Background: an optimization exercise with open tools, aiming at a short achievable clock period and few clock cycles. Do not read the settings as production practice.
In this exercise RTL edits were held to simulation tests only and were not proved equivalent to the original.
No activity file was given, so power comes from the tool's default toggle rates.

==> job 855: inputs <==
// mips_core
module mips_core
(
	input clk,
	input rst,
	output [11:0] imem_addr,
	input [31:0] imem_rdata,
	output [5:0] dmem_addr,
	output [31:0] dmem_wdata,
	output dmem_we,
	input [31:0] dmem_rdata,
	output halted
);
Settings: LEC_CHECK=0, ABC_CLOCK_PERIOD_IN_PS=2500, CAP_MARGIN=20, CORE_MARGIN=2, CORE_UTILIZATION=30, PLACE_DENSITY=0.45, SETUP_SLACK_MARGIN=5, SLEW_MARGIN=20, SYNTH_HIERARCHICAL=1, SYNTH_MINIMUM_KEEP_SIZE=0; clock period 10.0 ns.
standard.sh (not shown) runs the stock make flow with config.mk's settings and CLKGATE_MAP_FILE= SYNTH_SCRIPT=/design/flow/synth_recipe.tcl, a recipe that flattens the netlist after the stock synthesis.
==> flow/flow/run.sh <==
#!/bin/bash
set -euo pipefail
bash standard.sh SETUP_SLACK_MARGIN=7 MATCH_CELL_FOOTPRINT=0 \
  "BUFFER_PORTS_ARGS=-buffer_cell sky130_fd_sc_hd__buf_4" finish > standard_flow.log 2>&1
==> inputs of job 3010, as changes to job 855 <==
--- a/flow/design.v
+++ b/flow/design.v
@@ -184,17 +184,17 @@
 	wire eq = (e_fa_n & e_fb_n & eq_aa) | (~e_fa_n & ~e_fb_n) |
 	          (e_fb_n & ((e_fc_ad & eq_ab) | (e_fc_sb & eq_sb) | (e_fc_ls & eq_lb) | (e_fc_st & eq_tb))) |
 	          (e_fa_n & ((e_fd_ad & eq_aA) | (e_fd_sb & eq_aS) | (e_fd_ls & eq_aL) | (e_fd_st & eq_aT)));
 	wire jeq = (e_fa_n & (e_a == e_alt)) | (e_fc_ad & (m_add == e_alt)) | (e_fc_sb & (m_sub == e_alt)) |
 	           (e_fc_ls & (m_ls == e_alt)) | (e_fc_st & (m_stw == e_alt));
 	wire [31:0] fast_res =
-		({32{e_and}}   & (A & B)) |
-		({32{e_or}}    & (A | B)) |
-		({32{e_xor}}   & (A ^ B)) |
-		({32{e_nor}}   & ~(A | B)) |
-		({32{e_passb}} & B);
+		({32{e_and}}   & (e_a & e_b)) |
+		({32{e_or}}    & (e_a | e_b)) |
+		({32{e_xor}}   & (e_a ^ e_b)) |
+		({32{e_nor}}   & ~(e_a | e_b)) |
+		({32{e_passb}} & e_b);
 	wire e_redir = ((eq ? e_mis1 : e_mis0) | (e_jrv & ~(e_jpred & jeq))) & ~e_redir_q;
 	wire [31:0] e_tgt = e_jr ? A : e_alt;
 	wire [31:0] pc1 = pc + 32'd1;
 	wire [5:0]  p_op = imem_rdata[31:26];
 	wire [5:0]  p_fn = imem_rdata[5:0];
 	wire        f_ok;		 
@@ -254,14 +254,14 @@
 		.s1(~fm_t & fw_t & ~m_ld), .v1(m_res),
 		.s2(~fm_t & ~fw_t),        .v2(rd_t),
 		.s3(1'b0),                 .v3(32'b0),
 		.y(e_s_nx));
 	wire d_go = d_valid & ~stall;		 
 	wire        d_jx    = (f_jr & ~d_pred) | f_jalr;
-	wire        d_redir = d_go & d_jx & (fm_s ? e_lgu : ~(fw_s & m_load));
-	wire [31:0] d_jtgt  = fm_s ? fast_res : (fw_s ? m_res : rd_s);
+	wire        d_redir = d_go & d_jx & (fm_s ? (e_lgu & e_fa_n & e_fb_n) : (fw_s & ~m_load));
+	wire [31:0] d_jtgt  = fm_s ? fast_res : m_res;
 	wire        d_bredir = d_go & is_br & d_pred & d_cross;
 	wire        s_db  = ~stall & d_bredir;
 	wire        s_dj  = ~stall & ~d_bredir & d_redir;
 	assign      f_ok  = ~stall & ~d_bredir & ~d_redir;
 	wire [31:0] pc_rest, pc_next;
 	pc_sel8 u_psel (
@@ -271,13 +271,13 @@
 		.s3(s_pj),  .v3({6'b0, imem_rdata[25:0]}),
 		.s4(s_pjr), .v4(link),
 		.s5(s_pbt), .v5({pc[31:12], 12'b0}),
 		.s6(s_pseq), .v6(pc1),
 		.s7(1'b0), .v7(32'b0),
 		.y(pc_rest));
-	pc_fin u_pfin (.s(rst | e_redir), .a({32{~rst}} & e_tgt), .sb(s_pbt), .s12(p_s12), .b(pc_rest), .y(pc_next));
+	pc_fin u_pfin (.r(rst), .s(e_redir), .a(e_tgt), .sb(s_pbt), .s12(p_s12), .b(pc_rest), .y(pc_next));
 	assign imem_addr = pc[11:0];
 	assign halted = halted_r;
 	always @(posedge clk)
 	begin
 		pc <= pc_next;
 	end
@@ -327,22 +327,13 @@
 		else
 			stall_r <= p_stall;
 	end
 	wire d_issue = ~rst & d_go;
 	always @(posedge clk)
 	begin
-		if (rst)
-		begin
-			e_fa_ad_h <= 1'b0;
-			e_fa_sb_h <= 1'b0;
-			e_fa_ls_h <= 1'b0;
-			e_fb_ad_h <= 1'b0;
-			e_fb_sb_h <= 1'b0;
-			e_fb_ls_h <= 1'b0;
-		end
-		else
+		if (~stall_r)
 		begin
 			e_fa_ad_h <= fm_s & e_add;
 			e_fa_sb_h <= fm_s & e_sub;
 			e_fa_ls_h <= fm_s & (e_lgu | e_shu);
 			e_fb_ad_h <= fm_t & use_rtb & e_add;
 			e_fb_sb_h <= fm_t & use_rtb & e_sub;
@@ -489,20 +480,21 @@
 );
 	assign y = ({32{s0}} & v0) | ({32{s1}} & v1) | ({32{s2}} & v2) | ({32{s3}} & v3) |
 	           ({32{s4}} & v4) | ({32{s5}} & v5) | ({32{s6}} & v6) | ({32{s7}} & v7);
 endmodule
 module pc_fin
 (
+	input r,
 	input s,
 	input [31:0] a,
 	input sb,
 	input [11:0] s12,
 	input [31:0] b,
 	output [31:0] y
 );
-	assign y = s ? a : (b | {20'b0, {12{sb}} & s12});
+	assign y = {32{~r}} & (s ? a : (b | {20'b0, {12{sb}} & s12}));
 endmodule
 module sel4
 (
 	input s0, input [31:0] v0,
 	input s1, input [31:0] v1,
 	input s2, input [31:0] v2,
==> impl_metrics.py <==
metrics = {
    "placement": {
        "placedCellCount": 12000,
    },
    "drt": {
        "drt-initial-drc-count": 14800,
    },
    "status": {
        "outcome": "no timing/DRC/antenna violations",
    },
    "pwr": {
        "p_clk_frac": 0.409,
    },
}
That was job 3010.
==> impl_metrics.py <==
metrics = {
    "status": {
        "outcome": "no timing/DRC/antenna violations",
    },
    "final_layout": {
        "n_all_buffers": 673,
        "clk_share": 0.0583,
    },
    "timing": {
        "clock_skew_ps": 94.3,
    },
    "drt": {
        "drc": 0,
        "route.met2.wl_mm": 232,
        "drt-initial-drc-count": 15200,
    },
    "placement": {
        "placedCellCount": 11700,
    },
    "global_routing": {
        "grt_use_total": 0.353,
    },
}
That was job 855.
Testbench counts of job 855, summed over its fixed seeds: cycles 424,173.
Testbench counts of job 3010, summed over its fixed seeds: cycles 424,173.

## port drivers added, routing unchanged
Ports are ideal in the flow. The routed layouts listed here were re-timed in OpenROAD.
Step 1: set_driving_cell puts a clkbuf_16 on clk and a buf_2 on each other input, an assumption about the parent block.
Step 2, shift: input delay + t, output delay - t, t = (earliest + latest rising clock arrival at the registers) / 2. This alone moves slack from input paths to output paths.
a / b / c = ideal ports / drivers / drivers and shift; a / b = the first two.
| run | t (ns) | setup WS [ns] | pins driven straight from the clock port |
|---|---|---|---|
| job 855 | 0.965 | 6.479 / 6.479 / 5.750 | 1 |
| job 3010 | 0.968 | 6.511 / 6.463 / 5.652 | 1 |
After both steps every run listed still meets setup and hold. For job 3010, which loses most, drivers alone change the setup slack by -0.048 ns; drivers and shift together by -0.859 ns.
